Context: an optimization exercise on an open-source flow, tuned for small area. The choices shown serve that exercise and are no tape-out recipe.
In this exercise RTL edits were held to simulation tests only and were not proved equivalent to the original.
No activity file was given, so power comes from the tool's default toggle rates.

==> design/flow/design.v <==
module processor(
    input clk,
    input reset,
    input [24-1:0]  instruction,
    output reg[16-1:0] data,
    output[8-1:0]          pcCounter,
    output [2-1:0] rwToMem,
    output [16-1:0] addrToMem,
    output [16-1:0] dataToMem,
    input wire cacheEn,
    input wire[16-1:0] dataFromMem
);
reg[8-1:0]          counter;
reg[2-1:0] state;
reg[16-1:0]        regFile[4-1:0];
wire[4-1:0] op        = instruction[23:20];
wire[1:0] ri                 = instruction[17:16];
wire[16-1:0] insData = instruction[15:0];
wire [16-1:0] rdata  = regFile[ri];
assign pcCounter = counter;
wire inMem = (state == 2'd2);
assign rwToMem   = inMem ? {1'b0, op[1]} : 2'd2;
assign addrToMem = insData;
assign dataToMem = rdata;
wire setW = (state == 2'd1) && (op == 4'd3);
wire ldW  = (state == 2'd2) && cacheEn && !op[1];
wire [16-1:0] wd = ({16{setW && !reset}} & insData) |
                           ({16{ldW  && !reset}} & dataFromMem);
integer k;
always @(posedge clk)
    for(k = 0; k < 4; k = k + 1)
        if(reset || ((setW || ldW) && ri == k))
            regFile[k] <= wd;
always @(posedge clk) begin
    if(reset) begin
        data       <= 0;
        counter    <= 0;
        state      <= 2'd0;
    end
    else case(state)
        2'd0: state <= 2'd1;
        2'd1: case(op)
            4'd0, 4'd3: begin counter <= counter + 1'b1; state <= 2'd0; end
            4'd4: begin data <= rdata; counter <= counter + 1'b1; state <= 2'd0; end
            4'd1, 4'd2: state <= 2'd2;
            default: state <= 2'd3;
        endcase
        2'd2: if(cacheEn) begin
            counter <= counter + 1'b1;
            state   <= 2'd0;
        end
        default: ;
    endcase
end
endmodule
module cache(
    input clk,
    input reset,
    input[2-1:0] rwFromCPU,
    input[16-1:0]    addrFromCPU,
    input[16-1:0]    dataFromCPU,
    input[16-1:0]    dataFromMem,
    input                 memEn,
    input                 havMsgFromCache,
    input                 allowReadFromCache,
    input                 rmFromCache,
    input                 wmFromCache,
    input[16-1:0] allowReadFromCacheAddr,
    input                 bcTagFromCache,
    input                 tagsEqual,
    input[16-1:0] addrFromCache,
    output reg                    cacheEnToCPU,
    output [16-1:0]    dataToCPU,
    output [2-1:0] rwToMem,
    output [16-1:0]    addrToMem,
    output [16-1:0]    dataToMem,
    output reg havMsgToCache,
    output reg allowReadToCache,
    output reg[16-1:0] allowReadToCacheAddr,
    output [16-1:0] tag,
    output reg bcTag,
    output reg rmToCache,
    output reg wmToCache
);
reg [4-1:0] state;
reg [16-1:0]  addr;
assign tag = addr;
reg [16-1:0]  cacheLine;
reg stall;
wire isInvalid = (state == 4'hb) || (state == 4'hc) || (state == 4'hd);
wire idel      = (rwFromCPU == 2'd2);
wire match     = (addrFromCPU == addr);
wire rm        = (rwFromCPU == 2'd0  ) && (isInvalid  || !match);
wire rh        = (rwFromCPU == 2'd0  ) && (!isInvalid && match);
wire wm        = (rwFromCPU == 2'd1  ) && (isInvalid  || !match);
wire wh        = (rwFromCPU == 2'd1  ) && (!isInvalid && match);
wire snoop     = havMsgFromCache && (bcTagFromCache ? tagsEqual : addrFromCache == addr);
wire snoopRm   = snoop && rmFromCache;
wire snoopWm   = snoop && wmFromCache;
wire okOther   = allowReadFromCache || allowReadFromCacheAddr != addrFromCPU;
wire okOwn     = allowReadFromCache || allowReadToCacheAddr   != addrFromCPU;
wire isWB = (state == 4'h2) || (state == 4'h3) ||
            (state == 4'h4)  || (state == 4'h5);
wire isRD = (state == 4'h6) || (state == 4'h7) || (state == 4'h9) ||
            (state == 4'ha) || (state == 4'hc) || (state == 4'hd);
assign rwToMem     = isWB ? 2'd1 : isRD ? 2'd0 : 2'd2;
assign addrToMem   = isWB ? addr : addrFromCPU;
assign dataToMem   = cacheLine;
assign dataToCPU   = cacheLine;
always @(posedge clk) begin
    if(reset) begin
        cacheEnToCPU         <= 0;
        havMsgToCache        <= 0;
        allowReadToCache     <= 1;
        rmToCache            <= 0;
        wmToCache            <= 0;
        state                <= 4'hb;
        stall                <= 0;
        allowReadToCacheAddr <= 0;
    end
    else begin
        cacheEnToCPU <= 0;
        case(state)
            4'h1: begin
                if(snoopRm) begin
                    havMsgToCache        <= 0;
                    allowReadToCache     <= 0;
                    allowReadToCacheAddr <= addr;
                    rmToCache            <= 0;
                    wmToCache            <= 0;
                    stall                <= 0;
                    state                <= 4'h2;
                end
                else if(snoopWm) begin
                    havMsgToCache        <= 0;
                    allowReadToCache     <= 0;
                    allowReadToCacheAddr <= addr;
                    stall                <= 0;
                    state                <= 4'h3;
                end
                else if(rh) begin
                    cacheEnToCPU         <= 1;
                    havMsgToCache        <= 0;
                    allowReadToCache     <= 1;
                    allowReadToCacheAddr <= 0;
                    rmToCache            <= 0;
                    wmToCache            <= 0;
                    stall                <= 0;
                end
                else if(wh) begin
                    cacheEnToCPU         <= 1;
                    havMsgToCache        <= 0;
                    allowReadToCache     <= 0;
                    allowReadToCacheAddr <= 0;
                    rmToCache            <= 0;
                    wmToCache            <= 0;
                    stall                <= 0;
                    cacheLine            <= dataFromCPU;
                end
                else if(rm) begin
                    havMsgToCache        <= 1;
                    allowReadToCache     <= 0;
                    allowReadToCacheAddr <= addr;
                    bcTag                <= 0;
                    rmToCache            <= 1;
                    wmToCache            <= 0;
                    stall                <= 0;
                    state                <= 4'h5;
                end
                else if(wm) begin
                    havMsgToCache        <= 1;
                    allowReadToCache     <= 0;
                    allowReadToCacheAddr <= addr;
                    bcTag                <= 0;
                    rmToCache            <= 0;
                    wmToCache            <= 1;
                    stall                <= 0;
                    state                <= 4'h4;
                end
            end
            4'h2: begin
                if(memEn) begin
                    allowReadToCache <= 1;
                    state            <= 4'h8;
                end
                else
                    allowReadToCache <= 0;
            end
            4'h3: begin
                if(memEn) begin
                    state            <= 4'hb;
                    allowReadToCache <= 1;
                    stall            <= !idel;
                end
            end
            4'h4: begin
                if(memEn && okOther) begin
                    allowReadToCache     <= 0;
                    allowReadToCacheAddr <= addrFromCPU;
                    state                <= 4'h6;
                end
            end
            4'h5: begin
                if(memEn)
                    state <= 4'h7;
            end
            4'h6: begin
                if(memEn) begin
                    addr          <= addrFromCPU;
                    cacheLine     <= dataFromCPU;
                    cacheEnToCPU  <= 1;
                    havMsgToCache <= 0;
                    wmToCache     <= 0;
                    bcTag         <= 1;
                    state         <= 4'h1;
                end
            end
            4'h7: begin
                if(memEn) begin
                    cacheLine        <= dataFromMem;
                    addr             <= addrFromCPU;
                    cacheEnToCPU     <= 1;
                    allowReadToCache <= 1;
                    havMsgToCache    <= 0;
                    rmToCache        <= 0;
                    bcTag            <= 1;
                    state            <= 4'h8;
                end
            end
            4'h8: begin
                if(snoopRm) begin
                end
                else if(snoopWm) begin
                    state <= 4'hb;
                end
                else if(rh) begin
                    cacheEnToCPU <= 1;
                end
                else if(wh) begin
                    cacheLine    <= dataFromCPU;
                    cacheEnToCPU <= 1;
                    state        <= 4'h1;
                end
                else if(rm) begin
                    havMsgToCache <= 1;
                    rmToCache     <= 1;
                    bcTag         <= 0;
                    if(okOther)
                        state <= 4'h9;
                end
                else if(wm) begin
                    havMsgToCache <= 1;
                    wmToCache     <= 1;
                    bcTag         <= 0;
                    if(okOwn) begin
                        state                <= 4'ha;
                        allowReadToCache     <= 0;
                        allowReadToCacheAddr <= addrFromCPU;
                    end
                end
                else begin
                    havMsgToCache <= 0;
                    wmToCache     <= 0;
                    rmToCache     <= 0;
                end
            end
            4'h9: begin
                if(memEn) begin
                    cacheLine     <= dataFromMem;
                    addr          <= addrFromCPU;
                    cacheEnToCPU  <= 1;
                    havMsgToCache <= 0;
                    rmToCache     <= 0;
                    bcTag         <= 1;
                    state         <= 4'h8;
                end
            end
            4'ha: begin
                if(memEn) begin
                    addr          <= addrFromCPU;
                    cacheLine     <= dataFromCPU;
                    cacheEnToCPU  <= 1;
                    havMsgToCache <= 0;
                    rmToCache     <= 0;
                    bcTag         <= 1;
                    state         <= 4'h1;
                end
            end
            4'hb: begin
                if(rm) begin
                    havMsgToCache <= 1;
                    rmToCache     <= 1;
                    bcTag         <= 0;
                    if(okOwn) begin
                        if(!stall)
                            state <= 4'hc;
                        else
                            stall <= 0;
                    end
                end
                else if(wm) begin
                    havMsgToCache <= 1;
                    wmToCache     <= 1;
                    bcTag         <= 0;
                    if(okOther) begin
                        if(!stall) begin
                            state                <= 4'hd;
                            allowReadToCache     <= 0;
                            allowReadToCacheAddr <= addrFromCPU;
                        end
                        else
                            stall <= 0;
                    end
                end
                else
                    havMsgToCache <= 0;
            end
            4'hc: begin
                if(memEn) begin
                    cacheLine    <= dataFromMem;
                    addr         <= addrFromCPU;
                    cacheEnToCPU <= 1;
                    rmToCache    <= 0;
                    bcTag        <= 1;
                    state        <= 4'h8;
                end
            end
            4'hd: begin
                if(memEn) begin
                    addr          <= addrFromCPU;
                    cacheLine     <= dataFromCPU;
                    cacheEnToCPU  <= 1;
                    havMsgToCache <= 0;
                    wmToCache     <= 0;
                    bcTag         <= 1;
                    state         <= 4'h1;
                end
            end
            default: ;
        endcase
    end
end
endmodule
module memBus(
    input clk,
    input reset,
    input wire[2-1:0] rwFromCacheA,
    input wire[16-1:0]    addrFromCacheA,
    input wire[16-1:0]    dataFromCacheA,
    output reg[16-1:0]    dataToCacheA,
    output memEnA,
    input wire[2-1:0] rwFromCacheB,
    input wire[16-1:0]    addrFromCacheB,
    input wire[16-1:0]    dataFromCacheB,
    output reg[16-1:0]    dataToCacheB,
    output memEnB
);
reg [2:0] phase;     
reg       isWr;
reg       prefer;    
reg       cs;        
reg       memEn;
reg [4:0] maddr;
reg [4:0] ph;
assign memEnA = memEn & ~cs;
assign memEnB = memEn &  cs;
wire reqA  = (rwFromCacheA != 2'd2);
wire reqB  = (rwFromCacheB != 2'd2);
wire idle  = (phase == 0);
wire grant = idle && (reqA || reqB);
wire selB  = prefer ? reqB : !reqA;
wire [2-1:0] rwSel = selB ? rwFromCacheB : rwFromCacheA;
wire [4:0] addrSel = selB ? addrFromCacheB[4:0] : addrFromCacheA[4:0];
always @(posedge clk) begin
    if(reset) begin
        phase  <= 0;
        prefer <= 0;
        memEn  <= 0;
    end
    else case(phase)
        3'd0: begin
            memEn <= 0;
            if(grant) begin
                cs    <= selB;
                isWr  <= rwSel == 2'd1;
                maddr <= addrSel;
                phase <= 1;
            end
        end
        3'd6: begin
            memEn  <= 1;
            prefer <= ~cs;
            phase  <= 7;
        end
        3'd7: phase <= 0;
        default: phase <= phase + 1'b1;
    endcase
end
always @(posedge clk) begin
    if(reset) ph <= 0;
    else      ph <= ph + 1'b1;
end
reg zdone;
always @(posedge clk) begin
    if(reset)          zdone <= 0;
    else if(ph == 5'd7) zdone <= 1;
end
wire zero = reset || !zdone;
wire       curB  = idle ? selB : cs;
wire       curWr = idle ? (rwSel == 2'd1) : isWr;
wire [4:0] pos   = (idle ? addrSel : maddr) + ph;
wire       rdWin = !reset && (grant || (phase != 0 && phase != 7)) && !curWr;
wire       wrWin = !reset && (grant || phase != 0) && curWr;
wire [16-1:0] wdata = zero ? {16{1'b0}} : curB ? dataFromCacheB : dataFromCacheA;
reg [16-1:0] ring [0:31];
reg [16-1:0] rdata;
reg hit;
always @* begin
    hit = 1'b1;
    case(pos)
        5'd0:  rdata = ring[0];
        5'd7:  rdata = ring[7];
        5'd14: rdata = ring[14];
        5'd21: rdata = ring[21];
        5'd27: rdata = ring[27];
        default: begin hit = 1'b0; rdata = {16{1'bx}}; end
    endcase
end
genvar p;
generate for(p = 0; p < 32; p = p + 1) begin : g_ring
    localparam integer PREV = (p + 31) % 32;
    if(p % 8 == 0) begin : g_tap
        wire ins = zero || (wrWin && (pos == PREV));
        always @(posedge clk)
            ring[p] <= ins ? wdata : ring[PREV];
    end
    else begin : g_pass
        always @(posedge clk)
            ring[p] <= ring[PREV];
    end
end endgenerate
wire [16-1:0] rword = zero ? {16{1'b0}} : rdata;
always @(posedge clk) begin
    if(rdWin && hit) begin
        if(curB) dataToCacheB <= rword;
        else     dataToCacheA <= rword;
    end
end
endmodule
module dualcore(
    input clk,
    input reset,
    input  [24-1:0]  ins_code1_proc1,
    input  [24-1:0]  ins_code2_proc2,
    output [8-1:0]   pc_proc1_code1,
    output [8-1:0]   pc_proc2_code2,
    output [16-1:0] dataOut1,
    output [16-1:0] dataOut2
);
wire[2-1:0] rw_P1_C1,rw_P2_C2;
wire                  en_C1_P1,en_C2_P2;
wire [16-1:0] addr_P1_C1,addr_P2_C2;
wire [16-1:0] data_P1_C1,data_P2_C2;
wire [16-1:0] data_C1_P1,data_C2_P2;
wire[16-1:0]data_M_C1,data_M_C2;
wire en_M_C1,en_M_C2;
wire[2-1:0]rw_C1_M,rw_C2_M;
wire[16-1:0] addr_C1_M,addr_C2_M;
wire[16-1:0] data_C1_M,data_C2_M;
wire msg_C2_C1,msg_C1_C2;
wire allowRead_C2_C1,allowRead_C1_C2;
wire [16-1:0] allowReadAddr_C1_C2,allowReadAddr_C2_C1;
wire[16-1:0] tag_C1,tag_C2;
wire bcTag_C1,bcTag_C2;
wire tagsEqual = (tag_C1 == tag_C2);
wire rm_C2_C1,rm_C1_C2,wm_C2_C1,wm_C1_C2;
processor P1(
    .clk(clk), .reset(reset),
    .instruction(ins_code1_proc1), .data(dataOut1), .pcCounter(pc_proc1_code1),
    .rwToMem(rw_P1_C1), .addrToMem(addr_P1_C1), .dataToMem(data_P1_C1),
    .cacheEn(en_C1_P1), .dataFromMem(data_C1_P1)
);
processor P2(
    .clk(clk), .reset(reset),
    .instruction(ins_code2_proc2), .data(dataOut2), .pcCounter(pc_proc2_code2),
    .rwToMem(rw_P2_C2), .addrToMem(addr_P2_C2), .dataToMem(data_P2_C2),
    .cacheEn(en_C2_P2), .dataFromMem(data_C2_P2)
);
cache C1(
    .clk(clk), .reset(reset),
    .rwFromCPU(rw_P1_C1), .addrFromCPU(addr_P1_C1), .dataFromCPU(data_P1_C1),
    .cacheEnToCPU(en_C1_P1), .dataToCPU(data_C1_P1),
    .dataFromMem(data_M_C1), .memEn(en_M_C1), .rwToMem(rw_C1_M),
    .addrToMem(addr_C1_M), .dataToMem(data_C1_M),
    .havMsgFromCache(msg_C2_C1), .allowReadFromCache(allowRead_C2_C1),
    .allowReadFromCacheAddr(allowReadAddr_C2_C1), .addrFromCache(addr_P2_C2),
    .bcTagFromCache(bcTag_C2), .tagsEqual(tagsEqual),
    .rmFromCache(rm_C2_C1), .wmFromCache(wm_C2_C1),
    .havMsgToCache(msg_C1_C2), .allowReadToCache(allowRead_C1_C2),
    .allowReadToCacheAddr(allowReadAddr_C1_C2), .tag(tag_C1), .bcTag(bcTag_C1),
    .rmToCache(rm_C1_C2), .wmToCache(wm_C1_C2)
);
cache C2(
    .clk(clk), .reset(reset),
    .rwFromCPU(rw_P2_C2), .addrFromCPU(addr_P2_C2), .dataFromCPU(data_P2_C2),
    .cacheEnToCPU(en_C2_P2), .dataToCPU(data_C2_P2),
    .dataFromMem(data_M_C2), .memEn(en_M_C2), .rwToMem(rw_C2_M),
    .addrToMem(addr_C2_M), .dataToMem(data_C2_M),
    .havMsgFromCache(msg_C1_C2), .allowReadFromCache(allowRead_C1_C2),
    .allowReadFromCacheAddr(allowReadAddr_C1_C2), .addrFromCache(addr_P1_C1),
    .bcTagFromCache(bcTag_C1), .tagsEqual(tagsEqual),
    .rmFromCache(rm_C1_C2), .wmFromCache(wm_C1_C2),
    .havMsgToCache(msg_C2_C1), .allowReadToCache(allowRead_C2_C1),
    .allowReadToCacheAddr(allowReadAddr_C2_C1), .tag(tag_C2), .bcTag(bcTag_C2),
    .rmToCache(rm_C2_C1), .wmToCache(wm_C2_C1)
);
memBus mb(
    .clk(clk), .reset(reset),
    .rwFromCacheA(rw_C1_M), .addrFromCacheA(addr_C1_M), .dataFromCacheA(data_C1_M),
    .dataToCacheA(data_M_C1), .memEnA(en_M_C1),
    .rwFromCacheB(rw_C2_M), .addrFromCacheB(addr_C2_M), .dataFromCacheB(data_C2_M),
    .dataToCacheB(data_M_C2), .memEnB(en_M_C2)
);
endmodule
==> design/flow/flow/run.sh <==
#!/bin/bash
# Own layout flow: the standard ORFS flow (standard.sh), with these
# changes:
#  - synthesis maps logic with an area-oriented ABC script (abc_area.script
#    here, which runs ABC's &deepsyn for five minutes) instead of ORFS's
#    delay-driven one; everything else in synthesis, including flip-flop
#    mapping, is the standard synthesis script (synth_recipe.tcl), which
#    synth.tcl here sources;
#  - the input and output port buffers are the smallest buffer cell;
#  - clock tree synthesis uses clkbuf_4 sink buffers (clkbuf_16 at the root),
#    clusters of up to 10 sinks within 30 um, and no dummy loads.
# Each tool's output is in the ORFS logs under orfs/logs; make's own output
# goes to make.log in this folder.
set -euo pipefail
WORK=$(pwd)
export OWN_ABC_SCRIPT="$WORK/flow/abc_area.script"
export FLOW_SYNTH_TCL="$WORK/synth_recipe.tcl"
sed -e "s#SYNTH_SCRIPT=[^ ]*#SYNTH_SCRIPT=$WORK/flow/synth.tcl#" standard.sh > standard_own.sh
bash standard_own.sh "BUFFER_PORTS_ARGS=-buffer_cell sky130_fd_sc_hd__buf_1" \
  "CTS_ARGS=-sink_clustering_enable -repair_clock_nets -buf_list sky130_fd_sc_hd__clkbuf_4 -root_buf sky130_fd_sc_hd__clkbuf_16 -sink_clustering_size 10 -sink_clustering_max_diameter 30 -dont_use_dummy_load" \
  finish > make.log 2>&1
==> design/flow/flow/abc_area.script <==
strash
ifraig
scorr
dc2
strash
&get -n
&deepsyn -T 300
&dch -f
&nf -R 1000
&put
topo
==> design/flow/flow/synth.tcl <==
# The standard synthesis (synth_recipe.tcl), with ABC run on our own
# script: the -script argument that ORFS passes to abc is replaced.
proc abc {args} {
  set i [lsearch -exact $args -script]
  if { $i >= 0 } {
    lset args [expr { $i + 1 }] $::env(OWN_ABC_SCRIPT)
  }
  yosys abc {*}$args
}
source $::env(FLOW_SYNTH_TCL)
==> design/flow/standard.sh <==
#!/bin/bash
# synth_recipe.tcl (not shown) runs the flow's synth.tcl, then flattens the netlist and writes it again
# the make line also repeats each setting of config.mk as NAME=value (left out here)
make -C /OpenROAD-flow-scripts/flow DESIGN_CONFIG=/design/flow/config.mk WORK_HOME=/design/flow/orfs CLKGATE_MAP_FILE= SYNTH_SCRIPT=/design/flow/synth_recipe.tcl "${@:-finish}"
==> design/flow/config.mk <==
export PLATFORM = sky130hd
export DESIGN_NAME = dualcore
export DESIGN_NICKNAME = dualcore
export VERILOG_FILES = /design/flow/design.v
export SDC_FILE = /design/flow/constraint.sdc
export NUM_CORES = 8
export LEC_CHECK = 0
export CAP_MARGIN = 0
export CORE_MARGIN = 2
export CORE_UTILIZATION = 65
export SLEW_MARGIN = 0
==> design/flow/constraint.sdc <==
create_clock -name core_clock -period 10.0 [get_ports {clk}]
set_input_delay 2.0000 -clock core_clock [delete_from_list [all_inputs] [get_ports {clk}]]
set_output_delay 2.0000 -clock core_clock [all_outputs]
set_load 0.01 [all_outputs]
==> flow_summary.json, run 1 <==
{
  "status": "finished clean",
  "final_nets": 2364,
  "ctsHoldBuffers": 0,
  "crit_cells": 26,
  "drtIter0Drc": 2369,
  "die_w_um": 208,
  "required_ns": 10.46,
  "min_period_ns": 7.18,
  "synth_area_leaders": "dfxtp_1, edfxtp_1, a22o_1",
  "die_height_um": 208,
  "crit_slowest_cell": "nor2_2",
  "grt_pass1_wl_um": 113000,
  "detailedPlacementHpwl_um": 50400,
  "swShare": 0.312,
  "insertion_delay_ns": 0.65,
  "synthFlopType": "dfxtp_1",
  "place_congestion": 1.02,
  "p_clk_frac": 0.236,
  "setup_violations": 0,
  "viasPerCell": 6.63,
  "cts_inserted_buffers": 131,
  "critical_path_buf_inv_count": 5,
  "total_power_mw": 7.18,
  "drive_above_1_share": 0.0767,
  "antenna_found_initial": 4,
  "synth_fp_nets": 2110,
  "slowest_delay_ns": 0.90,
  "ys_async_sr_fraction": 0,
  "cp-end-kind": "flop",
  "dr_total_vias": 18800,
  "finalNonFillerCells": 2828,
  "htree_levels": 4,
  "synthesis.area_um2": 27000,
  "grt_max_degree": 29,
  "synth.most_common_cell": "dfxtp_1",
  "io_pins": 98,
  "syn2layout_area_growth_pct": 8.50,
  "crit_fanout": 16,
  "port_buffers": 93,
  "synth_commonest_cells": "dfxtp_1, edfxtp_1, a22o_1",
  "worst_pin_slew_ns": 1.29,
  "root_buffer": "clkbuf_16",
  "cts_buffer_depth": 3,
  "drv_cap": 0,
  "seq_power_share": 0.571,
  "internal_power_mw": 4.94,
  "wl_per_cell_um": 26.8,
  "slew_headroom": 0.140,
  "start_util": 0.659,
  "combPwrFrac": 0.193,
  "synth_top_area_share": 0.465,
  "hold_slack_ns": 0.304,
  "rsz0062_at_grt": "false",
  "drtAntennaViolNets": 0,
  "postSynthAreaPerCell_um2": 13.2,
  "post-cts-setup-buffer-count": 0,
  "placed_area_um2": 28300,
  "cts_tree": "built",
  "cts_resized": 0,
  "fin_worst_skew_ns": 0.108,
  "synthCells": 2042,
  "fin_crit_sh": 0.718,
  "cpMostUsedCell": "clkinv_1",
  "leakagePower_nw": 10.8,
  "firstDrtPassIters": 7,
  "worst_hold_path_type": "flop to flop",
  "ir_worst_vdd_uv": 184,
  "reg2reg_slack_ns": 2.82,
  "utilization": 0.715,
  "drv_slew": 0,
  "clk_pin_slew_ns": 0.11,
  "hold_viol": 0,
  "ys.warnings.count": 5,
  "clock-sinks": 860,
  "p_sw_mw": 2.24,
  "synth_top_area_cell": "dfxtp_1",
  "dpl.cell_count": 2695,
  "crit_path_start_kind": "flop",
  "stdcell_area_um2": 29300,
  "cp_top_family": "simple AND/OR/NAND/NOR gates",
  "rows": 74,
  "ys_types": 57,
  "grt_pass1_vias": 18500,
  "crit_type": "flop to flop",
  "rr_worst_depth": 26,
  "fin_tns_setup_ns": 0,
  "hold-path-cell-count": 0,
  "die-area_um2": 43200,
  "arrival_ns": 7.64,
  "power_density_nw_per_um2": 245,
  "core_area_um2": 40900,
  "drc": 0,
  "ys_seq_area_frac": 0.724,
  "synth_edf_count": 233,
  "gr-usage-all-layers": 0.349,
  "grt-ovfl-total": 0,
  "ys_ff_latch": 860,
  "routed_wirelength_um": 75800,
  "dpl_worst_slack_ns": 3.07,
  "fin_ws_ns": 2.82,
  "fmax_mhz": 139
}
==> cells by family after synthesis <==
family                   count (synthesis)  share of synthesized area
flip-flops                             860                      0.724
AO/OA/AOI/OAI                          541                      0.153
AND/OR/NAND/NOR                        441                     0.0773
buffers and inverters                  130                     0.0181
XOR/XNOR                                36                     0.0117
adder cells (fa/ha/maj)                 18                    0.00862
multiplexers                            16                    0.00668
==> power groups by stage <==
| stage | clock network, mW | registers (mW) | logic [mW] |
|---|---|---|---|
| after global placement | 0 | 4.17 | 1.31 |
| final | 1.69 | 4.10 | 1.38 |
| after global routing | 1.84 | 4.12 | 1.51 |
| after detailed placement | 0 | 4.17 | 1.34 |
| after floorplan | 0 | 4.06 | 0.948 |
| after CTS | 1.71 | 4.09 | 1.35 |
==> final timing paths <==
check,from,end
max,C1.state[1],mb.dataToCacheB[0]
min reg2reg,mb.ring[1][8],mb.ring[2][8]
max reg2reg,C1.state[1],mb.dataToCacheB[0]
min,mb.ring[1][8],mb.ring[2][8]
==> sequential cells by signal (all words and copies together) (netlist names), 5 cells and up <==
name                     count
P1.regFile                  64
P1.data                     16
mb.ring                    512
P2.counter                   8
mb.ph                        5
C1.allowReadToCacheAddr     16
mb.maddr                     5
C1.addr                     16
C2.addr                     16
P2.data                     16
P1.counter                   8
mb.dataToCacheB             16
C2.allowReadToCacheAddr     16
C1.cacheLine                16
C2.cacheLine                16
P2.regFile                  64
mb.dataToCacheA             16
==> cell type report <==
class	count	area [um^2]
fill	2690	11600
multi-input combinational	1052	7010
antenna	2	5.00
clock buffer	131	1000
sequential	860	19500
inverter	130	488
timing repair buffer	121	561
tap	532	666
==> layout by cell type, fill, tap and decap left out, types with 7 or more instances in the layout <==
cell and instances:
dfxtp_1 627, nor4_1 17, nor2b_1 24, nor3_1 32
ha_1 17, nor2_2 8, nand4_1 12, buf_4 28
o22ai_1 85, a2111oi_0 9, nor2_1 106, edfxtp_1 233
a21boi_0 14, clkinv_1 130, o21ai_1 7, and2_0 11
a31oi_1 23, a221oi_1 17, and3_1 17, a21oi_1 49
nand3_1 41, xnor2_1 12, buf_1 92, nand2b_1 13
clkbuf_4 130, nand2_1 127, mux2_1 16, a222oi_1 82
o21ai_0 48, a21o_1 8, a22o_1 143, xor2_1 24
==> worst reg2reg max path, delay by kind of cell (launching register included) <==
kind                       cells  cell delay [ns]
xor gates and xnor gates       2             0.60
AOI/OAI and AO/OA              8             2.20
buffers and inverters          5             0.67
and+or+nand+nor                9             2.68
adders and majority gates      2             0.49
DFF                            1             0.45
==> layer usage <==
metal / GRT usage / up-vias / part of all wire
met5: 0 / - / 0.00015
met4: 0.162 / 2 / 0.043
met3: 0.0785 / 238 / 0.096
met2: 0.558 / 1157 / 0.47
met1: 0.457 / 9139 / 0.39
li1: - / 8219 / -
==> run 2, diff against run 1 <==
--- a/design/flow/config.mk
+++ b/design/flow/config.mk
@@ -7,5 +7,5 @@
 export LEC_CHECK = 0
 export CAP_MARGIN = 0
 export CORE_MARGIN = 2
-export CORE_UTILIZATION = 65
+export CORE_UTILIZATION = 60
 export SLEW_MARGIN = 0
==> run 2 against run 1 <==
Effect of this change: synthesized cell count stayed put; area after synthesis is the same; global-route usage is 4.1 points lower; hold slack worse by 0.025 ns; largest cell class unchanged; utilization is 5.2 points lower; still clean on timing, DRC and antenna; clock skew grew 0.016 ns; critical path depth increased by 1; via count shrank 2.9%; maximum frequency grew 0.53%; count of clock-buffer cells in the layout rose by 1.
==> flow_summary.json, run 2 <==
{
  "rr_endpoint": "mb.dataToCacheA[12]",
  "mostFrequentLayoutCell": "dfxtp_1",
  "ys.warnings.count": 5,
  "crit_type": "flop to flop",
  "synth_edf_count": 233,
  "min_period_ns": 7.14,
  "die_height_um": 216,
  "ys_types": 57,
  "root_buffer": "clkbuf_16",
  "antenna_found_initial": 7,
  "final_nets": 2371,
  "ctsHoldBuffers": 0,
  "cts_resized": 0,
  "synth_fp_nets": 2110,
  "start_util": 0.609,
  "die-area_um2": 46700,
  "reg2reg_from": "C1.state[1]",
  "detailedPlacementHpwl_um": 49300,
  "drv_cap": 0,
  "grt-ovfl-total": 0,
  "power_density_nw_per_um2": 243,
  "insertion_delay_ns": 0.71,
  "drv_slew": 0,
  "core_area_um2": 44300,
  "grt_pass1_wl_um": 108000,
  "drive_above_1_share": 0.0795,
  "reg2reg_slack_ns": 2.86,
  "port_buffers": 93,
  "ys_async_sr_fraction": 0,
  "rsz0062_at_grt": "false",
  "hold_viol": 0,
  "ys_seq_area_frac": 0.724,
  "rows": 77,
  "arrival_ns": 7.58,
  "crit_start": "C1.state[1]",
  "gr-usage-all-layers": 0.308,
  "cts_tree": "built",
  "ys_ff_latch": 860,
  "drc": 0,
  "synth_commonest_cells": "dfxtp_1, edfxtp_1, a22o_1",
  "place_congestion": 1.01,
  "fin_worst_skew_ns": 0.123,
  "setup_violations": 0,
  "drtAntennaViolNets": 0,
  "die_w_um": 216,
  "worst_hold_path_type": "flop to flop",
  "dr_total_vias": 18200,
  "fmax_mhz": 140,
  "crit_path_start_kind": "flop",
  "synthFlopType": "dfxtp_1",
  "ir_worst_vdd_uv": 216,
  "cts_buffer_depth": 3,
  "synth_top_area_share": 0.465,
  "top_register": "mb.ring",
  "wl_per_cell_um": 24.7,
  "htree_levels": 4,
  "synth_top_area_cell": "dfxtp_1",
  "synthesis.area_um2": 27000,
  "syn2layout_area_growth_pct": 9.01,
  "grt_pass1_vias": 18000,
  "synthCells": 2042,
  "routed_wirelength_um": 71700,
  "clk_pin_slew_ns": 0.09,
  "viasPerCell": 6.29,
  "slew_headroom": 0.109,
  "post-cts-setup-buffer-count": 0,
  "drtIter0Drc": 2242,
  "firstDrtPassIters": 7,
  "grt_max_degree": 29,
  "worst_pin_slew_ns": 1.33,
  "biggestRegsByFlops": "mb.ring (512), P1.regFile (64), P2.regFile (64)",
  "status": "finished clean",
  "postSynthAreaPerCell_um2": 13.2,
  "layout_common_cells": "dfxtp_1, edfxtp_1, a22o_1",
  "placed_area_um2": 28400,
  "clock-sinks": 860,
  "fin_tns_setup_ns": 0,
  "io_pins": 98,
  "rr_worst_depth": 27,
  "hold_slack_ns": 0.279,
  "cp-endpoint": "mb.dataToCacheA[12]",
  "synth.most_common_cell": "dfxtp_1",
  "required_ns": 10.44,
  "stdcell_area_um2": 29400,
  "cts_inserted_buffers": 132,
  "cp-end-kind": "flop",
  "largest_reg_flops": 512,
  "crit_fanout": 16,
  "fin_crit_sh": 0.714,
  "leakagePower_nw": 10.9,
  "synth_area_leaders": "dfxtp_1, edfxtp_1, a22o_1"
}
-- run 2: cell counts after synthesis --
Identical to the previous run, type by type.
-- run 2: cell families after synthesis --
family | count (synthesis) | share of synthesized area
AND/OR/NAND/NOR | 441 | 0.0773
flip-flops | 860 | 0.724
multiplexers | 16 | 0.00668
AO/OA/AOI/OAI | 541 | 0.153
buffers and inverters | 130 | 0.0181
adder cells (fa/ha/maj) | 18 | 0.00862
XOR/XNOR | 36 | 0.0117
-- run 2: worst min-delay path by stage --
stage | start | end | slack (ns) | depth (start not counted)
after floorplan | mb.ring[9][0] | mb.ring[10][0] | 0.31 | 0
after global placement | mb.ring[19][1] | mb.ring[20][1] | 0.31 | 0
after detailed placement | mb.ring[19][10] | mb.ring[20][10] | 0.31 | 0
after CTS | mb.ring[20][12] | mb.ring[21][12] | 0.28 | 0
after global routing | mb.ring[18][15] | mb.ring[19][15] | 0.29 | 0
final | mb.ring[28][1] | mb.ring[29][1] | 0.28 | 0
-- run 2: area by class of cell --
| type | count | area [um^2] |
|---|---|---|
| Clock buffer | 132 | 1010 |
| Antenna cell | 5 | 12.5 |
| Tap cell | 592 | 741 |
| Fill cell | 3328 | 14900 |
| Sequential cell | 860 | 19500 |
| Inverter | 130 | 488 |
| Multi-Input combinational cell | 1052 | 7010 |
| Timing Repair Buffer | 127 | 606 |
-- run 2: report_power, final --
group / internal [mW] / switching [mW]
registers: 3.84 / 0.265
clock network: 0.621 / 1.05
logic: 0.485 / 0.888
-- run 2: per-stage QoR --
step / util / std cells / setup WS, ns / total power [mW]
3_5_place_dp: 0.641 / 2761 / 3.11 / 5.51
2_1_floorplan: - / 2042 / 4.19 / 5.00
4_1_cts: 0.663 / 2893 / 3.07 / 7.14
3_3_place_gp: 0.641 / 2761 / 3.24 / 5.49
6_report: 0.664 / 2898 / 2.86 / 7.15
5_1_grt: 0.664 / 2895 / 2.38 / 7.47
-- run 2: layer usage --
layer / track usage / share of wire
met3: 0.0824 / 0.091
met2: 0.471 / 0.46
met5: 0 / 0.00064
met4: 0.143 / 0.038
met1: 0.413 / 0.41
-- run 2: critical path, cell delays in order, from the launching register on --
cell,delay [ns]
dfxtp_1,0.47
nor2_1,0.31
clkinv_1,0.13
o21ai_0,0.35
nor2_1,0.15
nor2_1,0.26
o21ai_0,0.13
buf_4,0.18
nand2b_1,0.13
o21a_1,0.19
clkinv_1,0.11
and2_0,0.25
a222oi_1,0.42
a31oi_1,0.20
ha_1,0.25
clkinv_1,0.07
fa_1,0.25
clkinv_1,0.09
a21o_1,0.18
a21oi_1,0.16
xnor2_1,0.10
xnor2_1,0.46
clkinv_1,0.23
nor2_1,0.22
nand3_1,0.12
nor2_2,0.91
a222oi_1,0.32
nand3_1,0.27
==> run 3, diff against run 2 <==
--- a/design/flow/flow/run.sh
+++ b/design/flow/flow/run.sh
@@ -5,7 +5,8 @@
 #    here, which runs ABC's &deepsyn for five minutes) instead of ORFS's
 #    delay-driven one; everything else in synthesis, including flip-flop
 #    mapping, is the standard synthesis script (synth_recipe.tcl), which
-#    synth.tcl here sources;
+#    synth.tcl here sources, except that adders are left to ABC instead of
+#    being mapped to the platform's adder cells (ADDER_MAP_FILE empty);
 #  - the input and output port buffers are the smallest buffer cell;
 #  - clock tree synthesis uses clkbuf_4 sink buffers (clkbuf_16 at the root),
 #    clusters of up to 10 sinks within 30 um, and no dummy loads.
@@ -17,5 +18,6 @@
 export FLOW_SYNTH_TCL="$WORK/synth_recipe.tcl"
 sed -e "s#SYNTH_SCRIPT=[^ ]*#SYNTH_SCRIPT=$WORK/flow/synth.tcl#" standard.sh > standard_own.sh
 bash standard_own.sh "BUFFER_PORTS_ARGS=-buffer_cell sky130_fd_sc_hd__buf_1" \
+  "ADDER_MAP_FILE=" \
   "CTS_ARGS=-sink_clustering_enable -repair_clock_nets -buf_list sky130_fd_sc_hd__clkbuf_4 -root_buf sky130_fd_sc_hd__clkbuf_16 -sink_clustering_size 10 -sink_clustering_max_diameter 30 -dont_use_dummy_load" \
   finish > make.log 2>&1
--- a/design/flow/config.mk
+++ b/design/flow/config.mk
@@ -7,5 +7,5 @@
 export LEC_CHECK = 0
 export CAP_MARGIN = 0
 export CORE_MARGIN = 2
-export CORE_UTILIZATION = 60
+export CORE_UTILIZATION = 65
 export SLEW_MARGIN = 0
==> run 3 against run 2 <==
Effect of this change: synthesized cell count decreased by 2.4%; still clean on timing, DRC and antenna; clock power up 4%; clock skew is 0.031 ns lower; largest power group unchanged; critical path depth fell by 6; power is 6.3% higher; hold slack improved by 0.017 ns; critical path type unchanged; critical endpoint is now mb.dataToCacheA[13]; sequential cell count did not move; utilization rose by 5.1 points; wire length grew 11%; cell area fell by 1.2%.
==> flow_summary.json, run 3 <==
{
  "synth_commonest_cells": "dfxtp_1, edfxtp_1, a22o_1",
  "detailedPlacementHpwl_um": 52300,
  "ys_types": 57,
  "ir_worst_vdd_uv": 217,
  "drv_cap": 0,
  "die_w_um": 207,
  "postSynthAreaPerCell_um2": 13.4,
  "finalNonFillerCells": 2770,
  "arrival_ns": 7.94,
  "cp_top_family": "simple AND/OR/NAND/NOR gates",
  "dr_total_vias": 18600,
  "required_ns": 10.32,
  "synthesis.area_um2": 26700,
  "min_period_ns": 7.62,
  "die_height_um": 207,
  "synth_top_area_cell": "dfxtp_1",
  "clock-sinks": 860,
  "mostFrequentLayoutCell": "dfxtp_1",
  "synth_xor_area_frac": 0.0144,
  "fin_ws_ns": 2.38,
  "ys_ff_latch": 860,
  "ys.warnings.count": 5,
  "slowest_delay_ns": 0.71,
  "slew_headroom": 0.154,
  "fmax_mhz": 131,
  "synth_top_family_by_area": "compound AO/OA/AOI/OAI gates",
  "top_register": "mb.ring",
  "core_area_um2": 40600,
  "port_buffers": 93,
  "root_buffer": "clkbuf_16",
  "insertion_delay_ns": 0.64,
  "worst_pin_slew_ns": 1.27,
  "cts_tree": "built",
  "ys_seq_area_frac": 0.732,
  "drc": 0,
  "dpl.cell_count": 2653,
  "route.met2.wl_um": 37000,
  "critical_path_buf_inv_count": 2,
  "synth_fp_nets": 2043,
  "routed_wirelength_um": 79600,
  "synth_area_leaders": "dfxtp_1, edfxtp_1, a22o_1",
  "grt_pass1_vias": 18600,
  "final_nets": 2290,
  "leakagePower_nw": 10.7,
  "ys_async_sr_fraction": 0,
  "n_antenna_cell": 0,
  "synth.most_common_cell": "dfxtp_1",
  "synthCells": 1993,
  "grt-ovfl-total": 0,
  "firstDrtPassIters": 9,
  "drive_above_1_share": 0.0733,
  "synth_mux_area_frac": 0.00708,
  "ctsHoldBuffers": 0,
  "fin_crit_sh": 0.762,
  "largest_reg_flops": 512,
  "synthAdderAreaFrac": 0.000750,
  "drtIter0Drc": 2605,
  "total_power_mw": 7.59,
  "setup_violations": 0,
  "wl_per_cell_um": 28.7,
  "rows": 74,
  "crit_slowest_cell": "xnor2_1",
  "synthFlopType": "dfxtp_1",
  "post-cts-setup-buffer-count": 0,
  "fillers": 2524,
  "drv_slew": 0,
  "cp_cell_sequence": "nand2b_1, or2_0, o21ai_0, nor2b_1, nor2_1, nor2_1, a21o_1, clkinv_1, and2_0, a222oi_1, a31oi_1, xor2_1, a21oi_1, maj3_1, xnor2_1, nand3_1, or3b_1, nand3_1, o2111ai_1, nor2_1, buf_4",
  "status": "finished clean",
  "fin_tns_setup_ns": 0,
  "fin_worst_skew_ns": 0.0918,
  "wl_met3_um": 7780,
  "cts_buffer_depth": 3,
  "grt_max_degree": 53,
  "drtAntennaViolNets": 0,
  "utilization": 0.715,
  "routedLengthMet1_um": 29800,
  "synth_top_area_share": 0.470,
  "worst_hold_path_type": "flop to flop",
  "cts_inserted_buffers": 117,
  "highest_layer": "met5",
  "cts_resized": 0,
  "biggestRegsByFlops": "mb.ring (512), P1.regFile (64), P2.regFile (64)",
  "crit_fanout": 17,
  "synth_compound_area_frac": 0.151,
  "place_congestion": 0.950,
  "grt_pass1_wl_um": 117000,
  "crit_type": "flop to flop",
  "multi_input_area_um2": 6810,
  "rsz0062_at_grt": "false",
  "gr-usage-all-layers": 0.377,
  "htree_levels": 3,
  "die-area_um2": 42700,
  "final-seq-area_um2": 19500,
  "crit_path_start_kind": "flop",
  "dpl_worst_slack_ns": 2.90,
  "antenna_found_initial": 1,
  "syn2layout_area_growth_pct": 8.85,
  "clk_pin_slew_ns": 0.10,
  "cpMostUsedCell": "nor2_1",
  "start_util": 0.657,
  "io_pins": 98,
  "layout_common_cells": "dfxtp_1, edfxtp_1, a22o_1",
  "viasPerCell": 6.73,
  "hold_viol": 0,
  "power_density_nw_per_um2": 261,
  "synth_edf_count": 233,
  "synthSimpleGateAreaFrac": 0.0794,
  "cp-end-kind": "flop"
}
==> run 3: changes by cell type in the layout (fill, tap and decap cells not counted), sizes merged, moves of 8 or more <==
cell / before / now
a22o: 143 / 155
o21ai: 56 / 25
ha: 17 / 0
a222oi: 82 / 66
o22ai: 85 / 77
xnor2: 12 / 20
clkinv: 130 / 105
a21boi: 14 / 1
a22oi: 6 / 36
clkbuf: 133 / 118
a21oi: 50 / 40
==> run 3: worst paths after layout <==
check                      start                  end  slack, ns  cells after the start
setup / recovery     C1.state[2]  mb.dataToCacheA[13]       2.38                     21
setup reg to reg     C1.state[2]  mb.dataToCacheA[13]       2.38                     21
hold reg to reg   mb.ring[24][9]       mb.ring[25][9]       0.30                      0
hold / removal    mb.ring[24][9]       mb.ring[25][9]       0.30                      0
==> run 3: kinds of logic (layout without fill, tap and decap cells) <==
group / after synthesis / in the layout
AOI/OAI and AO/OA: 518 / 518
xor gates and xnor gates: 44 / 44
adders and majority gates: 2 / 2
buffers and inverters: 105 / 350
DFF: 860 / 860
muxes: 17 / 17
and+or+nand+nor: 447 / 447
==> run 3: per-stage QoR <==
step | hold WS, ns | area, um^2
after global routing | 0.297 | 29100
after CTS | 0.294 | 29100
final | 0.296 | 29100
after detailed placement | 0.312 | 28000
after global placement | 0.310 | 28000
after floorplan | 0.310 | 26700
==> run 3: metal layers <==
layer,track usage,vias up
met5,0,-
met4,0.223,2
met3,0.0860,315
met2,0.596,1297
met1,0.480,8976
li1,-,8041
==> run 3: report_power, final <==
part           switching (mW)  internal [mW]  total, mW  leakage (nW)
logic                    1.09          0.537       1.63          2.73
clock network            1.08          0.663       1.74         0.608
registers               0.320           3.90       4.22          7.36
total                    2.49           5.10       7.59          10.7
==> run 3: layout make-up <==
class / count / area share
clock buffer: 117 / 0.0356
inverter: 105 / 0.0136
multi-input combinational: 1028 / 0.234
sequential: 860 / 0.673
tap: 532 / 0.0229
timing repair buffer: 128 / 0.0211
==> run 4, diff against run 3 <==
--- a/design/flow/flow/run.sh
+++ b/design/flow/flow/run.sh
@@ -9,7 +9,7 @@
 #    being mapped to the platform's adder cells (ADDER_MAP_FILE empty);
 #  - the input and output port buffers are the smallest buffer cell;
 #  - clock tree synthesis uses clkbuf_4 sink buffers (clkbuf_16 at the root),
-#    clusters of up to 10 sinks within 30 um, and no dummy loads.
+#    clusters of up to 9 sinks within 28 um, and no dummy loads.
 # Each tool's output is in the ORFS logs under orfs/logs; make's own output
 # goes to make.log in this folder.
 set -euo pipefail
@@ -19,5 +19,5 @@
 sed -e "s#SYNTH_SCRIPT=[^ ]*#SYNTH_SCRIPT=$WORK/flow/synth.tcl#" standard.sh > standard_own.sh
 bash standard_own.sh "BUFFER_PORTS_ARGS=-buffer_cell sky130_fd_sc_hd__buf_1" \
   "ADDER_MAP_FILE=" \
-  "CTS_ARGS=-sink_clustering_enable -repair_clock_nets -buf_list sky130_fd_sc_hd__clkbuf_4 -root_buf sky130_fd_sc_hd__clkbuf_16 -sink_clustering_size 10 -sink_clustering_max_diameter 30 -dont_use_dummy_load" \
+  "CTS_ARGS=-sink_clustering_enable -repair_clock_nets -buf_list sky130_fd_sc_hd__clkbuf_4 -root_buf sky130_fd_sc_hd__clkbuf_16 -sink_clustering_size 9 -sink_clustering_max_diameter 28 -dont_use_dummy_load" \
   finish > make.log 2>&1
==> run 4 against run 3 <==
Effect of this change: power is 0.19% lower; utilization barely moved; sequential power is essentially flat; sequential share of layout area hardly changed; worst setup slack better by 0.096 ns; die area is the same; combinational power about the same; critical path type unchanged; count of clock-buffer cells in the layout up 20; maximum frequency rose by 1.3%; synthesized cell count is the same.
==> flow_summary.json, run 4 <==
{
  "rr_worst_depth": 21,
  "crit_type": "flop to flop",
  "final-seq-area_um2": 19500,
  "crit_fanout": 17,
  "reg2reg_slack_ns": 2.48,
  "hold_slack_ns": 0.253,
  "whs_endpoint": "mb.ring[26][6]",
  "ir_worst_vdd_uv": 185,
  "synthSimpleGateAreaFrac": 0.0794,
  "reg2reg_from": "C1.state[2]",
  "layout_common_cells": "dfxtp_1, edfxtp_1, a22o_1",
  "insertion_delay_ns": 0.71,
  "synth_top_area_share": 0.470,
  "synth_fp_nets": 2043,
  "synth_mux_area_frac": 0.00708,
  "hp-start": "mb.ring[25][6]",
  "rr_endpoint": "mb.dataToCacheB[2]",
  "drc": 0,
  "grt-ovfl-total": 0,
  "cp-end-kind": "flop",
  "detailedPlacementHpwl_um": 52300,
  "arrival_ns": 7.88,
  "cpMostUsedCell": "nor2_1",
  "io_pins": 98,
  "ys_async_sr_fraction": 0,
  "cp_cell_sequence": "nand2b_1, or2_0, o21ai_0, nor2b_1, nor2_1, nor2_1, a21o_1, clkinv_1, a21oi_1, nand2_1, a31oi_1, xor2_1, a21oi_1, maj3_1, xnor2_1, nand3_1, or3b_1, nand3_1, o2111ai_1, nor2_1, buf_4",
  "synth_commonest_cells": "dfxtp_1, edfxtp_1, a22o_1",
  "gr-usage-all-layers": 0.376,
  "die_w_um": 207,
  "wl_per_cell_um": 28.3,
  "ys_types": 57,
  "core_area_um2": 40600,
  "synth_edf_count": 233,
  "fin_tns_setup_ns": 0,
  "fmax_mhz": 133,
  "rsz0062_at_grt": "false",
  "mostFrequentLayoutCell": "dfxtp_1",
  "setup_violations": 0,
  "ys_seq_area_frac": 0.732,
  "firstDrtPassIters": 8,
  "multi_input_area_um2": 6810,
  "syn2layout_area_growth_pct": 8.90,
  "routed_wirelength_um": 79100,
  "critical_path_buf_inv_count": 2,
  "slowest_delay_ns": 0.74,
  "drtAntennaViolNets": 0,
  "synthFlopType": "dfxtp_1",
  "cts_resized": 0,
  "synth.most_common_cell": "dfxtp_1",
  "start_util": 0.657,
  "status": "finished clean",
  "dpl.cell_count": 2653,
  "fillers": 2580,
  "grt_pass1_vias": 18600,
  "die-area_um2": 42700,
  "cp_top_family": "simple AND/OR/NAND/NOR gates",
  "drv_cap": 0,
  "drtIter0Drc": 2775,
  "power_density_nw_per_um2": 261,
  "leakagePower_nw": 10.7,
  "synth_top_family_by_area": "compound AO/OA/AOI/OAI gates",
  "drv_slew": 0,
  "min_period_ns": 7.52,
  "cts_buffer_depth": 3,
  "total_power_mw": 7.58,
  "ctsHoldBuffers": 0,
  "clock-sinks": 860,
  "hold_viol": 0,
  "cts_tree": "built",
  "fin_worst_skew_ns": 0.114,
  "hold-path-cell-count": 0,
  "rows": 74,
  "root_buffer": "clkbuf_16",
  "place_congestion": 0.950,
  "cts_inserted_buffers": 137,
  "fin_ws_ns": 2.48,
  "biggestRegsByFlops": "mb.ring (512), P1.regFile (64), P2.regFile (64)",
  "ys_ff_latch": 860,
  "synthAdderAreaFrac": 0.000750,
  "synth_xor_area_frac": 0.0144,
  "clk_pin_slew_ns": 0.10,
  "htree_levels": 4,
  "final_nets": 2310,
  "grt_max_degree": 53,
  "crit_path_start_kind": "flop",
  "slew_headroom": 0.147,
  "synth_area_leaders": "dfxtp_1, edfxtp_1, a22o_1",
  "fin_crit_sh": 0.752,
  "dr_total_vias": 18700,
  "synth_compound_area_frac": 0.151,
  "ys.warnings.count": 5,
  "viasPerCell": 6.69,
  "synthesis.area_um2": 26700,
  "grt_pass1_wl_um": 116000,
  "synthCells": 1993,
  "port_buffers": 93,
  "finalNonFillerCells": 2792,
  "post-cts-setup-buffer-count": 0,
  "antenna_found_initial": 1,
  "worst_hold_path_type": "flop to flop",
  "postSynthAreaPerCell_um2": 13.4,
  "crit_cells": 21,
  "crit_slowest_cell": "xnor2_1",
  "drive_above_1_share": 0.0815,
  "dpl_worst_slack_ns": 2.90,
  "required_ns": 10.36,
  "largest_reg_flops": 512,
  "synth_top_area_cell": "dfxtp_1",
  "worst_pin_slew_ns": 1.28,
  "die_height_um": 207,
  "top_register": "mb.ring"
}
run 4: cell counts after synthesis:
Identical to the previous run, type by type.
run 4: worst reg2reg max path: stages, from the launching register on:
cell and delay (ns):
dfxtp_1 0.64, nand2b_1 0.22, or2_0 0.24, o21ai_0 0.27, nor2b_1 0.54, nor2_1 0.13, nor2_1 0.15, a21o_1 0.15
clkinv_1 0.13, a21oi_1 0.37, nand2_1 0.16, a31oi_1 0.41, xor2_1 0.45, a21oi_1 0.19, maj3_1 0.40, xnor2_1 0.74
nand3_1 0.31, or3b_1 0.47, nand3_1 0.17, o2111ai_1 0.17, nor2_1 0.64, buf_4 0.34
run 4: how the worst max path moves through the flow:
stage | start | endpoint | slack (ns)
after detailed placement | C1.state[2] | mb.dataToCacheA[8] | 2.90
after global placement | ins_code1_proc1[4] | C2.allowReadToCacheAddr[4] | 2.92
after CTS | C1.state[2] | mb.dataToCacheA[13] | 2.71
after floorplan | ins_code2_proc2[2] | mb.dataToCacheA[0] | 4.45
final | C1.state[2] | mb.dataToCacheB[2] | 2.48
after global routing | C1.state[2] | mb.dataToCacheA[0] | 1.99
run 4: per-stage QoR:
stage	cell area, um^2	utilization
3_5_place_dp	28000	0.690
2_1_floorplan	26700	-
5_1_grt	29100	0.715
3_3_place_gp	28000	0.690
6_report	29100	0.715
4_1_cts	29100	0.715
run 4: layout make-up:
cell class,count,area share
Inverter,105,0.0136
Antenna cell,2,0.000172
Multi-Input combinational cell,1028,0.234
Clock buffer,137,0.0360
Timing Repair Buffer,128,0.0211
Sequential cell,860,0.672
Tap cell,532,0.0229
run 4: kinds of logic (layout without fill, tap and decap cells):
family | Yosys count | after routing
DFF | 860 | 860
AOI/OAI and AO/OA | 518 | 518
and+or+nand+nor | 447 | 447
buffers and inverters | 105 | 370
xor gates and xnor gates | 44 | 44
muxes | 17 | 17
adders and majority gates | 2 | 2
other | 0 | 2
run 4: layer usage:
metal  GRT usage  vias to the layer above  wire length, um
met4       0.210                        4             4180
met5           0                        -               62
met2       0.593                     1320            37100
li1            -                     8089                -
met1       0.484                     9014            29900
met3      0.0862                      261             7900
run 4: power by group:
group          internal [mW]  switching (mW)  total, mW
registers               3.90           0.319       4.22
clock network          0.645            1.11       1.75
logic                  0.537            1.07       1.61
==> run 5, diff against run 4 <==
==> design/flow/flow/run.sh (replaced) <==
#!/bin/bash
# Own layout flow: the standard ORFS flow (standard.sh), with these
# changes:
#  - synthesis maps logic with an area-oriented ABC script (abc_area.script
#    here, which runs ABC's &deepsyn for five minutes) instead of ORFS's
#    delay-driven one; everything else in synthesis, including flip-flop
#    mapping, is the standard synthesis script (synth_recipe.tcl), which
#    synth.tcl here sources;
#  - the input and output port buffers are the smallest buffer cell;
#  - clock tree synthesis uses clkbuf_4 sink buffers (clkbuf_16 at the root),
#    clusters of up to 12 sinks within 35 um, and no dummy loads.
# Each tool's output is in the ORFS logs under orfs/logs; make's own output
# goes to make.log in this folder.
set -euo pipefail
WORK=$(pwd)
export OWN_ABC_SCRIPT="$WORK/flow/abc_area.script"
export FLOW_SYNTH_TCL="$WORK/synth_recipe.tcl"
sed -e "s#SYNTH_SCRIPT=[^ ]*#SYNTH_SCRIPT=$WORK/flow/synth.tcl#" standard.sh > standard_own.sh
bash standard_own.sh "BUFFER_PORTS_ARGS=-buffer_cell sky130_fd_sc_hd__buf_1" \
  "CTS_ARGS=-sink_clustering_enable -repair_clock_nets -buf_list sky130_fd_sc_hd__clkbuf_4 -root_buf sky130_fd_sc_hd__clkbuf_16 -sink_clustering_size 12 -sink_clustering_max_diameter 35 -dont_use_dummy_load" \
  finish > make.log 2>&1
==> run 5 against run 4 <==
Effect of this change: still clean; cell count grew 0.43%; wire length shrank 5.3%; critical path depth grew 5; count of clock-buffer cells in the layout shrank 30; register-to-register slack gained 0.27 ns; die area grew 1.0%; combinational power shrank 14%; critical endpoint is now mb.dataToCacheB[14]; highest routed layer unchanged.
==> flow_summary.json, run 5 <==
{
  "status": "finished clean",
  "synth_fp_nets": 2110,
  "crit_path_start_kind": "flop",
  "worst_pin_slew_ns": 1.30,
  "insertion_delay_ns": 0.62,
  "final-seq-area_um2": 19500,
  "clock-sinks": 860,
  "cp-end-kind": "flop",
  "die_w_um": 208,
  "grt-ovfl-total": 0,
  "dr_total_vias": 18600,
  "arrival_ns": 7.67,
  "largest_reg_flops": 512,
  "fillers": 2703,
  "io_pins": 98,
  "crit_slowest_cell": "nor2_2",
  "ctsHoldBuffers": 0,
  "cp_top_family": "simple AND/OR/NAND/NOR gates",
  "ys_async_sr_fraction": 0,
  "fmax_mhz": 138,
  "root_buffer": "clkbuf_16",
  "routed_wirelength_um": 74900,
  "synthFlopType": "dfxtp_1",
  "cts_tree": "built",
  "combPwrFrac": 0.193,
  "leakagePower_nw": 10.8,
  "cpMostUsedCell": "clkinv_1",
  "multi_input_area_um2": 7010,
  "port_buffers": 93,
  "viasPerCell": 6.62,
  "antenna_found_initial": 4,
  "synthCells": 2042,
  "drv_cap": 0,
  "final_nets": 2340,
  "p_sw_mw": 2.22,
  "min_period_ns": 7.25,
  "synth.most_common_cell": "dfxtp_1",
  "synth_top_area_share": 0.465,
  "biggestRegsByFlops": "mb.ring (512), P1.regFile (64), P2.regFile (64)",
  "seq_power_share": 0.573,
  "wl_per_cell_um": 26.7,
  "fin_tns_setup_ns": 0,
  "dpl.cell_count": 2695,
  "gr-usage-all-layers": 0.343,
  "swShare": 0.310,
  "slowest_delay_ns": 0.92,
  "drtAntennaViolNets": 0,
  "ys_types": 57,
  "fin_worst_skew_ns": 0.0906,
  "crit_fanout": 16,
  "rsz0062_at_grt": "false",
  "firstDrtPassIters": 8,
  "grt_max_degree": 29,
  "htree_levels": 3,
  "ys_seq_area_frac": 0.724,
  "synth_area_leaders": "dfxtp_1, edfxtp_1, a22o_1",
  "cts_resized": 0,
  "mostFrequentLayoutCell": "dfxtp_1",
  "crit_type": "flop to flop",
  "fin_crit_sh": 0.725,
  "detailedPlacementHpwl_um": 50400,
  "utilization": 0.714,
  "start_util": 0.659,
  "drtIter0Drc": 2374,
  "grt_pass1_wl_um": 112000,
  "synth_top_area_cell": "dfxtp_1",
  "layout_common_cells": "dfxtp_1, edfxtp_1, a22o_1",
  "finalNonFillerCells": 2804,
  "setup_violations": 0,
  "drv_slew": 0,
  "cts_buffer_depth": 3,
  "slew_headroom": 0.135,
  "syn2layout_area_growth_pct": 8.36,
  "hold_viol": 0,
  "ys.warnings.count": 5,
  "top_register": "mb.ring",
  "worst_hold_path_type": "flop to flop",
  "post-cts-setup-buffer-count": 0,
  "p_clk_frac": 0.234,
  "ir_worst_vdd_uv": 200,
  "internal_power_mw": 4.94,
  "synth_edf_count": 233,
  "grt_pass1_vias": 18200,
  "critical_path_buf_inv_count": 5,
  "required_ns": 10.43,
  "synth_commonest_cells": "dfxtp_1, edfxtp_1, a22o_1",
  "power_density_nw_per_um2": 245,
  "die-area_um2": 43200,
  "synthesis.area_um2": 27000,
  "postSynthAreaPerCell_um2": 13.2,
  "drc": 0,
  "place_congestion": 1.02,
  "die_height_um": 208,
  "core_area_um2": 40900,
  "drive_above_1_share": 0.0670,
  "clk_pin_slew_ns": 0.11,
  "rows": 74,
  "cts_inserted_buffers": 107,
  "ys_ff_latch": 860
}
[run 5: cell families after synthesis]
logic type / after synthesis / share of synthesized area
AOI/OAI and AO/OA: 541 / 0.153
buffers and inverters: 130 / 0.0181
xor gates and xnor gates: 36 / 0.0117
DFF: 860 / 0.724
muxes: 16 / 0.00668
and+or+nand+nor: 441 / 0.0773
adders and majority gates: 18 / 0.00862
[run 5: through the flow]
stage	total power [mW]	setup WS [ns]	hold slack (ns)	area (um^2)
after floorplan	5.00	4.19	0.310	27000
after global placement	5.48	3.24	0.310	28300
after detailed placement	5.51	3.07	0.312	28300
after CTS	7.14	2.95	0.279	29200
after global routing	7.44	2.29	0.277	29200
final	7.16	2.75	0.281	29200
[run 5: power groups by stage]
stage               Clock (mW)  Sequential (mW)  Combinational, mW
floorplan                    0             4.06              0.948
global placement             0             4.17               1.31
detailed placement           0             4.17               1.34
CTS                       1.70             4.09               1.35
global route              1.81             4.12               1.51
finish                    1.67             4.10               1.38
[run 5: cell type report]
cell class / instances / share of cell area
diodes: 2 / 0.000171
clock buffers: 107 / 0.0329
inverters: 130 / 0.0167
multi-input cells: 1052 / 0.240
flip-flops and latches: 860 / 0.669
well taps: 532 / 0.0228
repair buffers: 121 / 0.0192
[run 5: routing by layer]
metal	global-route usage	share of wire	vias up
li1	-	-	8175
met1	0.452	0.38	8979
met2	0.543	0.47	1143
met3	0.0790	0.10	265
met4	0.162	0.050	2
met5	0	0.00015	-
[run 5: worst paths after layout]
path,end,cells past startpoint,from,slack [ns]
max reg2reg,mb.dataToCacheB[14],26,C1.state[1],2.75
max,mb.dataToCacheB[14],26,C1.state[1],2.75
min reg2reg,mb.ring[3][10],0,mb.ring[2][10],0.28
min,mb.ring[3][10],0,mb.ring[2][10],0.28

==> separate check: timing with driven ports <==
In the flow no input, the clock included, has a driving cell. The finished layouts below were timed again as built, in two steps. Step 1 (the two cells are an assumption about what drives the block):
set clk [get_ports {clk}]
set_driving_cell -lib_cell sky130_fd_sc_hd__clkbuf_16 $clk
set_driving_cell -lib_cell sky130_fd_sc_hd__buf_2 [delete_from_list [all_inputs] $clk]
Step 2 also shifts input and output timing later by t, the mid clock arrival at the registers, as if the neighbouring blocks saw the same clock. a / b / c = no drivers / after step 1 / after step 2; a / b = the first two.
run | shift t [ns] | setup slack, ns | hold WS [ns] | worst setup path at the end
run 1 | 0.655 | 2.821 / 2.821 / 2.821 | 0.304 / 0.304 / 0.304 | register to register
run 2 | 0.718 | 2.859 / 2.859 / 2.859 | 0.279 / 0.279 / 0.279 | register to register
run 3 | 0.651 | 2.384 / 2.384 / 2.384 | 0.296 / 0.296 / 0.296 | register to register
run 4 | 0.706 | 2.480 / 2.480 / 2.480 | 0.253 / 0.253 / 0.253 | register to register
run 5 | 0.634 | 2.751 / 2.751 / 2.751 | 0.281 / 0.281 / 0.281 | register to register
After both steps every run listed still meets setup and hold.
